Source: an optimization exercise on an open RTL-to-GDS flow (aim: small area, a short achievable clock period and few clock cycles per item). Production flows keep margins and buffers that such runs may drop. The RTL was checked by simulation tests, not by an equivalence proof against the original design. Power and IR drop assume default switching activity.

==> design/flow/design.v <==
module CORDIC (
    input clk,
    input rst,
    input input_ready,
    input [15:0] angle,
    output reg output_ready,
    output reg signed [15:0] cosine_out,
    output reg signed [15:0] sine_out
);
    reg               busy;
    reg               first;  
    reg        [3:0]  m;      
    reg               up;     
    reg signed [11:0] r;      
    reg        [10:0] t;      
    reg               d1, d2;   
    reg               f1, f0;   
    function [16:0] bk_add;
        input [16:0] a, b;
        input        cin;
        reg [16:0] g, p, G, P, c;
        integer i, d;
        begin
            g = a & b;
            p = a ^ b;
            G = g;
            P = p;
            for (d = 1; d < 17; d = d * 2)
                for (i = 2 * d - 1; i < 17; i = i + 2 * d) begin
                    G[i] = G[i] | (P[i] & G[i - d]);
                    P[i] = P[i] & P[i - d];
                end
            for (d = 8; d >= 1; d = d / 2)
                for (i = 3 * d - 1; i < 17; i = i + 2 * d) begin
                    G[i] = G[i] | (P[i] & G[i - d]);
                    P[i] = P[i] & P[i - d];
                end
            c[0] = cin;
            for (i = 1; i < 17; i = i + 1)
                c[i] = G[i - 1] | (P[i - 1] & cin);
            bk_add = p ^ c;
        end
    endfunction
    function signed [15:0] sh;
        input signed [15:0] x;
        input [3:0] m;
        reg signed [15:0] y;
        begin
            y = x >>> 4;
            y = m[3] ? y >>> 8 : y;
            y = m[2] ? y >>> 4 : y;
            y = m[1] ? y >>> 2 : y;
            sh = m[0] ? y >>> 1 : y;
        end
    endfunction
    wire in_d1 = (angle >= 16'd11520);
    wire in_d2 = in_d1 ? (angle >= 16'd18321) : (angle >= 16'd4719);
    wire in_f1 = in_d1 ? (angle >= 16'd21914) : (angle >= 16'd8312);
    wire in_f0 = in_d1 ? (angle >= 16'd14728) : (angle >= 16'd1126);
    wire d3 = d2 ? f1 : f0;
    wire [3:0] m_next = busy ? m + 4'd1 : 4'd0;
    reg [10:0] t_next;
    always @* begin
        case (m_next)
            4'd0: t_next = 11'd915;
            4'd1: t_next = 11'd458;
            4'd2: t_next = 11'd205;
            4'd3: t_next = 11'd115;
            4'd4: t_next = 11'd57;
            4'd5: t_next = 11'd29;
            4'd6: t_next = 11'd14;
            4'd7: t_next = 11'd7;
            4'd8: t_next = 11'd4;
            4'd9: t_next = 11'd2;
            default: t_next = 11'd1;
        endcase
    end
    reg [11:0] z4;    
    always @* begin
        case ({d1, d2, d3})
            3'b111: z4 = 12'd3258;
            3'b110: z4 = 12'd3706;
            3'b101: z4 = 12'd168;
            3'b100: z4 = 12'd616;
            3'b011: z4 = 12'd1944;
            3'b010: z4 = 12'd2392;
            3'b001: z4 = 12'd2950;
            default: z4 = 12'd3398;    
        endcase
    end
    wire [11:0] k = first ? ~z4 : ({12{up}} ^ {1'd0, t});
    wire [16:0] r_w = bk_add({5'd0, r}, {5'd0, k}, up | first);
    wire signed [11:0] r_n = r_w[11:0];
    reg signed [15:0] c4, s4;
    always @* begin
        case ({d1, d2, d3})
            3'b111: begin c4 = -16'sd1553; s4 = 16'sd32645; end
            3'b110: begin c4 = 16'sd6529;  s4 = 16'sd32023; end
            3'b101: begin c4 = 16'sd13990; s4 = 16'sd29536; end
            3'b100: begin c4 = 16'sd20830; s4 = 16'sd25184; end
            3'b011: begin c4 = 16'sd25184; s4 = 16'sd20830; end
            3'b010: begin c4 = 16'sd29536; s4 = 16'sd13990; end
            3'b001: begin c4 = 16'sd32023; s4 = 16'sd6529;  end
            default: begin c4 = 16'sd32645; s4 = -16'sd1553; end
        endcase
    end
    wire signed [15:0] ss = busy ? sh(sine_out, m) : 16'sd0;
    wire signed [15:0] cs = busy ? sh(cosine_out, m) : 16'sd0;
    wire [16:0] c_w = bk_add({1'b0, cosine_out}, {1'b0, ss ^ {16{up}}}, up);
    wire [16:0] s_w = bk_add({1'b0, sine_out}, {1'b0, cs ^ {16{~up}}}, ~up);
    always @(posedge clk) begin
        if (rst) begin
            busy <= 1'b0;
            output_ready <= 1'b0;
        end else if (busy) begin
            if (m == 4'd11) begin
                busy <= 1'b0;
                output_ready <= 1'b1;
            end
        end else if (input_ready) begin
            busy <= 1'b1;
            output_ready <= 1'b0;
        end
        first <= ~rst && ~busy && input_ready;
        cosine_out <= first ? c4 : c_w[15:0];
        sine_out <= first ? s4 : s_w[15:0];
        t <= t_next;
        up <= ~r_n[11];
        d1 <= in_d1;
        d2 <= in_d2;
        f1 <= in_f1;
        f0 <= in_f0;
        if (busy) begin
            m <= m + 4'd1;
            r <= r_n;
        end else begin
            m <= 4'd15;
            r <= (angle >= 16'd25546) ? 12'd1162 : angle[11:0];
        end
    end
endmodule
==> design/flow/flow/run.sh <==
#!/bin/bash
# Standard layout with extra make settings for timing repair and the clock tree.
set -euo pipefail
bash standard.sh SETUP_SLACK_MARGIN=6.6 'BUFFER_PORTS_ARGS=-buffer_cell sky130_fd_sc_hd__buf_2' 'CTS_ARGS=-sink_clustering_enable -repair_clock_nets -dont_use_dummy_load -buf_list {sky130_fd_sc_hd__clkbuf_4}' finish > make_finish.log 2>&1
==> design/flow/standard.sh <==
#!/bin/bash
# synth_recipe.tcl (not shown) runs the flow's synth.tcl, then flattens the netlist and writes it again
# the make line also repeats each setting of config.mk as NAME=value (left out here)
make -C /OpenROAD-flow-scripts/flow DESIGN_CONFIG=/design/flow/config.mk WORK_HOME=/design/flow/orfs CLKGATE_MAP_FILE= SYNTH_SCRIPT=/design/flow/synth_recipe.tcl "${@:-finish}"
==> design/flow/config.mk <==
export PLATFORM = sky130hd
export DESIGN_NAME = CORDIC
export DESIGN_NICKNAME = CORDIC
export VERILOG_FILES = /design/flow/design.v
export SDC_FILE = /design/flow/constraint.sdc
export NUM_CORES = 4
export LEC_CHECK = 0
export ABC_AREA = 1
export CAP_MARGIN = 20
export CORE_MARGIN = 2
export CORE_UTILIZATION = 40
export SLEW_MARGIN = 20
==> design/flow/constraint.sdc <==
create_clock -name core_clock -period 10.0 [get_ports {clk}]
set_input_delay 2.0000 -clock core_clock [delete_from_list [all_inputs] [get_ports {clk}]]
set_output_delay 2.0000 -clock core_clock [all_outputs]
set_load 0.01 [all_outputs]
==> results.json, run 1 <==
{
  "status": "complete, no violations",
  "crit_chain": "nor2_1 -> nor2_1 -> inv_1 -> nand2_1 -> o21ai_0 -> o22ai_1 -> xor2_1 -> ha_1 -> nand2_1 -> nor2_1 -> nand3_1 -> nand2_1 -> nor2_1 -> nand2_1 -> nand2_1 -> nand2_1 -> nand2_1 -> nand2_1 -> nand2_1 -> nand3_1 -> nand2_1",
  "core-area_mm2": 0.0144,
  "fin_cells": 1147,
  "critical_path_buf_inv_count": 1,
  "max_freq_mhz": 321,
  "synth_top_family_by_area": "simple AND/OR/NAND/NOR gates",
  "maxCapViolCount": 0,
  "hold_violations": 0,
  "final_nets": 1037,
  "crit_arrival_ps": 3450,
  "holdWs_ps": 508,
  "layout_common_cells": "nand2_1 (250), inv_1 (108), nor2_1 (78)",
  "synthTopCellsByArea": "dfxtp_1 (23%), nand2_1 (16%), ha_1 (11%), inv_1 (7.1%), o21ai_0 (5.9%)",
  "numCtsBuffers": 9,
  "syn2layout_area_growth_pct": 9.36,
  "synth_compound_area_share_pct": 18.0,
  "start_util_pct": 40.4,
  "cp_top_family": "simple AND/OR/NAND/NOR gates",
  "fp.dieW_um": 124,
  "drt_iter0_markers": 502,
  "syn_area_per_cell_um2": 6.34,
  "ctsRootBufferMaster": "clkbuf_4",
  "synthAdderAreaFrac_pct": 11.8,
  "setup_viol": 0,
  "yosys_warnings": 1,
  "clock_latency_ps": 450,
  "gp_congestion": 0.957,
  "worstMarginPinSlew_ps": 547,
  "portBuffers": 51,
  "maxSlewViolCount": 0,
  "min_period_over_period_pct": 31.2,
  "placementRows": 44,
  "cp_slowest_cell": "dfxtp_4",
  "cp.required_ps": 10330,
  "power.static_leakage_nw": 3.30,
  "ys_types": 48,
  "synth_edf_count": 0,
  "ioPinCount": 52,
  "cp_common_cell": "nand2_1",
  "crit_path_start_kind": "register",
  "routedWlPerCell_um": 15.2,
  "dp_hpwl_mm": 13.4,
  "dieArea_mm2": 0.0155,
  "synthMuxAreaShare_pct": 0.172,
  "path_max_fanout": 14,
  "yosys.area_share.simple_pct": 30.5,
  "firstDrtPassIters": 6,
  "crit_type": "register to register",
  "endpoint_kind": "register",
  "cts.sinks": 66,
  "dieHeight_um": 124,
  "synth-main-ff-cell": "dfxtp_1",
  "postCtsHoldBufs": 0,
  "async_reset_ff_share_pct": 0,
  "netlist.area_leader.share_pct": 22.8,
  "final_common_cell": "nand2_1",
  "vias": 6039,
  "total_power_mw": 2.32,
  "ant_nets": 0,
  "grt_first_pass_wirelength_mm": 28.2,
  "routed_wl_mm": 17.4,
  "placed_area_mm2": 0.00616,
  "min_path_type": "register to register",
  "place_inst": 1128,
  "vdd_drop_max_mv": 0.193,
  "htreeDepth": 3,
  "antenna_found_initial": 1,
  "drive_gt1_share_pct": 11.0,
  "clock_path_buffers": 2,
  "fillCellCount": 1545,
  "ys_seq_area_share_pct": 22.8,
  "synth_xor_area_share_pct": 6.34,
  "synth.largest_area_cell": "dfxtp_1",
  "syn_area_mm2": 0.00580,
  "finalCriticalPeriod_ps": 3120,
  "rsz0062_at_grt": "yes",
  "cts_tree": "done",
  "cts.clk_slew.worst_paths_ps": 110,
  "p_per_area_mw_per_mm2": 366,
  "synth_nets": 989,
  "drc": 0,
  "grt_use_total_pct": 22.6,
  "vias_per_cell": 5.27,
  "finalSetupTns_ps": 0,
  "skew_ps": 35.0,
  "grt-ovfl-total": 0,
  "ys_ff_latch": 66,
  "maxSlewHeadroom_pct": 63.2,
  "finalInstanceArea_mm2": 0.00635,
  "synth_cells": 916,
  "grt_max_degree": 43,
  "grt_pass1_vias": 5441,
  "slowest_delay_ps": 430
}
==> synth_stat cells, types with 3 or more instances <==
| library cell | number |
|---|---|
| nand2_1 | 251 |
| inv_2 | 3 |
| xnor2_1 | 12 |
| o21bai_1 | 5 |
| or2_2 | 3 |
| nor2_2 | 4 |
| a22oi_1 | 3 |
| nand3_1 | 58 |
| a21oi_1 | 43 |
| nor2_1 | 79 |
| dfxtp_1 | 66 |
| buf_4 | 3 |
| a211oi_1 | 7 |
| o31ai_1 | 6 |
| o21ai_1 | 14 |
| clkbuf_1 | 8 |
| o21ai_0 | 68 |
| nor3_1 | 14 |
| buf_6 | 5 |
| a21o_1 | 4 |
| nor2_4 | 3 |
| nand3b_1 | 3 |
| o22ai_1 | 15 |
| a31oi_1 | 6 |
| buf_2 | 10 |
| xor2_1 | 30 |
| ha_1 | 53 |
| buf_1 | 3 |
| inv_1 | 110 |
| nand4_1 | 5 |
==> power by group <==
group / total (mW) / leakage (nW) / switching, mW / internal [mW]
Clock: 0.137 / 0.0414 / 0.0953 / 0.0418
Combinational: 1.68 / 2.70 / 1.02 / 0.669
Sequential: 0.499 / 0.555 / 0.111 / 0.389
Total: 2.32 / 3.30 / 1.22 / 1.10
==> worst paths after layout <==
path | depth (start not counted) | slack, ps | end | start
setup reg to reg | 21 | 6880 | sine_out[15]$_DFF_P_ | m[2]$_SDFF_PN1_
hold / removal | 2 | 510 | output_ready$_SDFFE_PP0P_ | output_ready$_SDFFE_PP0P_
hold reg to reg | 2 | 510 | output_ready$_SDFFE_PP0P_ | output_ready$_SDFFE_PP0P_
setup / recovery | 21 | 6880 | sine_out[15]$_DFF_P_ | m[2]$_SDFF_PN1_
==> timing repair <==
item	in CTS	in global routing
gates cloned	0	1
endpoints found under the setup margin	25	31
gates resized for setup	5	18
pin swaps	1	0
buffers inserted	4	4
==> tightest hold or removal path: stages, from the launching register on <==
cell,delay [ps]
dfxtp_1,330
nor2_1,100
a211oi_1,50
==> stage by stage <==
step	util, %	worst slack (ps)
floorplan	-	6970
global placement	42.9	6000
detailed placement	42.9	5890
CTS	43.7	6640
global route	44.2	6500
finish	44.2	6880
==> final cells by class <==
class / instances / area [um^2] / area share [%]
sequential: 66 / 1340 / 21.1
inverter: 116 / 452 / 7.12
timing repair buffer: 65 / 360 / 5.68
timing repair inverter: 1 / 7.51 / 0.118
multi-input combinational: 705 / 3890 / 61.3
clock buffer: 9 / 67.6 / 1.06
tap: 184 / 230 / 3.63
antenna: 1 / 2.50 / 0.0394
==> cells by family after synthesis <==
logic type	after synthesis
AOI/OAI and AO/OA	183
xor gates and xnor gates	42
adders and majority gates	54
buffers and inverters	145
DFF	66
muxes	1
and+or+nand+nor	425
==> metal layers <==
layer	global-route usage [%]	vias up	wire, um	share of wire (%)
li1	-	3106	-	-
met1	30.8	2686	7910	45
met2	36.1	216	7890	45
met3	4.51	31	1110	6.4
met4	7.34	0	495	2.8
met5	0	-	0	0
==> registers in the layout, summed over array words and instances, names as in the netlist <==
name          flops
sine_out         16
first             1
up                1
f1                1
f0                1
r                12
m                 4
d1                1
busy              1
output_ready      1
cosine_out       16
t                10
d2                1
Testbench counts, summed over its fixed seeds: cycles 33,600, items 2,400.
==> run 2: changes to the inputs <==
==> design/flow/flow/run.sh (replaced) <==
#!/bin/bash
# Standard layout with extra make settings for timing repair and the clock tree.
set -euo pipefail
bash standard.sh SETUP_SLACK_MARGIN=6.75 'BUFFER_PORTS_ARGS=-buffer_cell sky130_fd_sc_hd__buf_2' 'CTS_ARGS=-sink_clustering_enable -repair_clock_nets -dont_use_dummy_load -buf_list {sky130_fd_sc_hd__clkbuf_4}' finish > make_finish.log 2>&1
==> results.json, run 2 <==
{
  "yosys_warnings": 1,
  "holdPathStages": 2,
  "syn_area_mm2": 0.00580,
  "pwr-share-comb_pct": 73.3,
  "postCtsHoldBufs": 0,
  "placed_area_mm2": 0.00616,
  "rsz0062_at_grt": "yes",
  "grt_pass1_vias": 5433,
  "vias_per_cell": 5.27,
  "start_util_pct": 40.4,
  "async_reset_ff_share_pct": 0,
  "synth.largest_area_cell": "dfxtp_1",
  "placementRows": 44,
  "seqPwrFrac_pct": 21.0,
  "final_core_util_pct": 45.4,
  "path_max_fanout": 4,
  "core-area_mm2": 0.0144,
  "ctsRootBufferMaster": "clkbuf_4",
  "final_common_cell": "nand2_1",
  "grt_max_degree": 43,
  "clock_latency_ps": 450,
  "antenna_cells": 0,
  "clkPwrFrac_pct": 5.7,
  "drt_iter0_markers": 475,
  "min_path_type": "register to register",
  "crit_path_start_kind": "register",
  "dp_hpwl_mm": 13.4,
  "crit_chain": "buf_2",
  "portBuffers": 51,
  "vdd_drop_max_mv": 0.192,
  "clock_path_buffers": 2,
  "ioPinCount": 52,
  "yosysMostFrequentCell": "nand2_1",
  "critical_path_buf_inv_count": 1,
  "layout_common_cells": "nand2_1 (244), inv_1 (108), nor2_1 (74)",
  "finalCriticalPeriod_ps": 3090,
  "skew_ps": 34.6,
  "setup_viol": 0,
  "dieHeight_um": 124,
  "cp_slowest_cell": "dfxtp_1",
  "synth_edf_count": 0,
  "routedWlPerCell_um": 15.5,
  "maxCapViolCount": 0,
  "slowest_delay_ps": 480,
  "r2r_cells": 19,
  "r2r_setup_slack_ps": 6970,
  "cp.required_ps": 8000,
  "syn_area_per_cell_um2": 6.34,
  "fp.dieW_um": 124,
  "ys_seq_area_share_pct": 22.8,
  "routed_wl_mm": 17.9,
  "ys_types": 48,
  "p_int_mw": 1.13,
  "p_per_area_mw_per_mm2": 366,
  "syn2layout_area_growth_pct": 12.4,
  "top_regs": "cosine_out x16, sine_out x16, r x12",
  "total_power_mw": 2.39,
  "worstMarginPinSlew_ps": 538,
  "max_freq_mhz": 323,
  "cts_tree": "done",
  "hold_violations": 0,
  "endpoint_kind": "output pin",
  "min_from": "output_ready$_SDFFE_PP0P_",
  "maxSlewViolCount": 0,
  "drc": 0,
  "finalInstanceArea_mm2": 0.00653,
  "synth_cells": 916,
  "antenna_found_initial": 0,
  "netlist.area_leader.share_pct": 22.8,
  "synth-main-ff-cell": "dfxtp_1",
  "maxSlewHeadroom_pct": 63.7,
  "vias": 6092,
  "status": "complete, no violations",
  "grt_first_pass_wirelength_mm": 28.2,
  "firstDrtPassIters": 5,
  "dieArea_mm2": 0.0155,
  "r2r-start": "m[1]$_SDFF_PN1_",
  "gp_congestion": 0.957,
  "min_period_over_period_pct": 30.9,
  "ant_nets": 0,
  "synthTopCellsByArea": "dfxtp_1 (23%), nand2_1 (16%), ha_1 (11%), inv_1 (7.1%), o21ai_0 (5.9%)",
  "finalSetupTns_ps": 0,
  "ys_ff_latch": 66,
  "drive_gt1_share_pct": 14.2,
  "numCtsBuffers": 9,
  "cts.clk_slew.worst_paths_ps": 100,
  "crit_type": "register to output pin",
  "synth_nets": 989,
  "r2r_end": "cosine_out[15]$_DFF_P_",
  "grt-ovfl-total": 0,
  "swShare_pct": 52.8,
  "crit_arrival_ps": 1090,
  "power.static_leakage_nw": 3.36,
  "cts.sinks": 66,
  "switchingPower_mw": 1.26,
  "synth_common_cells": "nand2_1 (251), inv_1 (110), nor2_1 (79)",
  "final_nets": 1046,
  "grt_use_total_pct": 22.6,
  "whs_endpoint": "output_ready$_SDFFE_PP0P_",
  "cp_top_family": "flip-flops",
  "htreeDepth": 3
}
-- run 2: cell count changes in the layout (fill, tap and decap cells not counted), moves of 3 or more --
cell and change:
o21ai_0 -4, o21ai_2 +5, nor2_1 -4, nand2_1 -6, buf_4 +6, nor2_2 +3
nand2_2 +5
-- run 2: worst max path at each step --
stage,startpoint,to,slack (ps),cells past startpoint
2_1_floorplan,angle[3],r[0]$_DFF_P_,6970,9
3_3_place_gp,busy$_SDFF_PP0_,sine_out[11]$_DFF_P_,6000,17
3_5_place_dp,busy$_SDFF_PP0_,cosine_out[15]$_DFF_P_,5890,20
4_1_cts,m[2]$_SDFF_PN1_,sine_out[11]$_DFF_P_,6740,19
5_1_grt,busy$_SDFF_PP0_,sine_out[15]$_DFF_P_,6710,20
6_report,cosine_out[11]$_DFF_P_,cosine_out[11],6910,1
-- run 2: timing repair --
item	CTS	global route
setup endpoints to repair	32	33
gates resized for setup	9	50
buffers inserted	4	11
gates cloned	0	3
pin swaps	1	4
-- run 2: layout make-up --
cell class,count,area [um^2]
sequential,66,1340
multi-input combinational,706,4000
tap,184,230
timing repair inverter,2,15.0
clock buffer,9,67.6
timing repair buffer,72,410
fill,1532,7840
inverter,116,458
-- run 2: routing by layer --
metal	global-route usage, %	up-vias	share of wire, %
li1	-	3122	-
met1	30.7	2712	45
met2	36.0	222	45
met3	4.51	36	6.0
met4	7.34	0	3.1
met5	0	-	0
-- run 2: logic make-up (layout without fill, tap and decap cells) --
logic type | after synthesis | in the layout | synth area share [%]
buffers and inverters | 145 | 199 | 10.5
and+or+nand+nor | 425 | 426 | 30.5
AOI/OAI and AO/OA | 183 | 183 | 18.0
DFF | 66 | 66 | 22.8
muxes | 1 | 1 | 0.172
adders and majority gates | 54 | 54 | 11.8
xor gates and xnor gates | 42 | 42 | 6.34
-- run 2: power groups by stage --
stage               combinational [mW]  clock (mW)  sequential [mW]
finish                            1.75       0.137            0.502
detailed placement                1.65           0            0.505
global placement                  1.65           0            0.506
global route                      2.01       0.152            0.516
CTS                               1.67       0.143            0.500
floorplan                         1.28           0            0.492
-- run 2: stage by stage --
step	setup slack, ps	cells	hold slack (ps)
after detailed placement	5890	1128	499
after floorplan	6970	916	497
final	6910	1155	509
after global placement	6000	1128	502
after global routing	6710	1155	545
after CTS	6740	1141	515

==> separate check: timing with driven ports <==
The results above use ideal ports. As a check the final layouts listed here were re-extracted and re-timed, cells and wires unchanged.
Step 1 sets driving cells, clkbuf_16 on the clock port and buf_2 on the other inputs (assumed; they add their load-dependent delay and slew).
Step 2 times the ports against the registers' clock, not the clock port: input delays grow and output delays shrink by t, the midpoint of the rising clock arrivals with the driver on.
a / b / c = ideal / step 1 / step 2; a / b = the first two.
run	shift t [ns]	setup WS [ns]	worst setup path after step 2	worst slew at a driven data input, ns
run 1	0.463	6.880 / 6.867 / 6.480	input to register	0.03
run 2	0.461	6.907 / 6.877 / 6.596	input to register	0.03
After both steps every run listed still meets setup and hold. The setup slack of run 1, which loses most, moves by -0.013 ns with the drivers and by -0.400 ns with both steps.
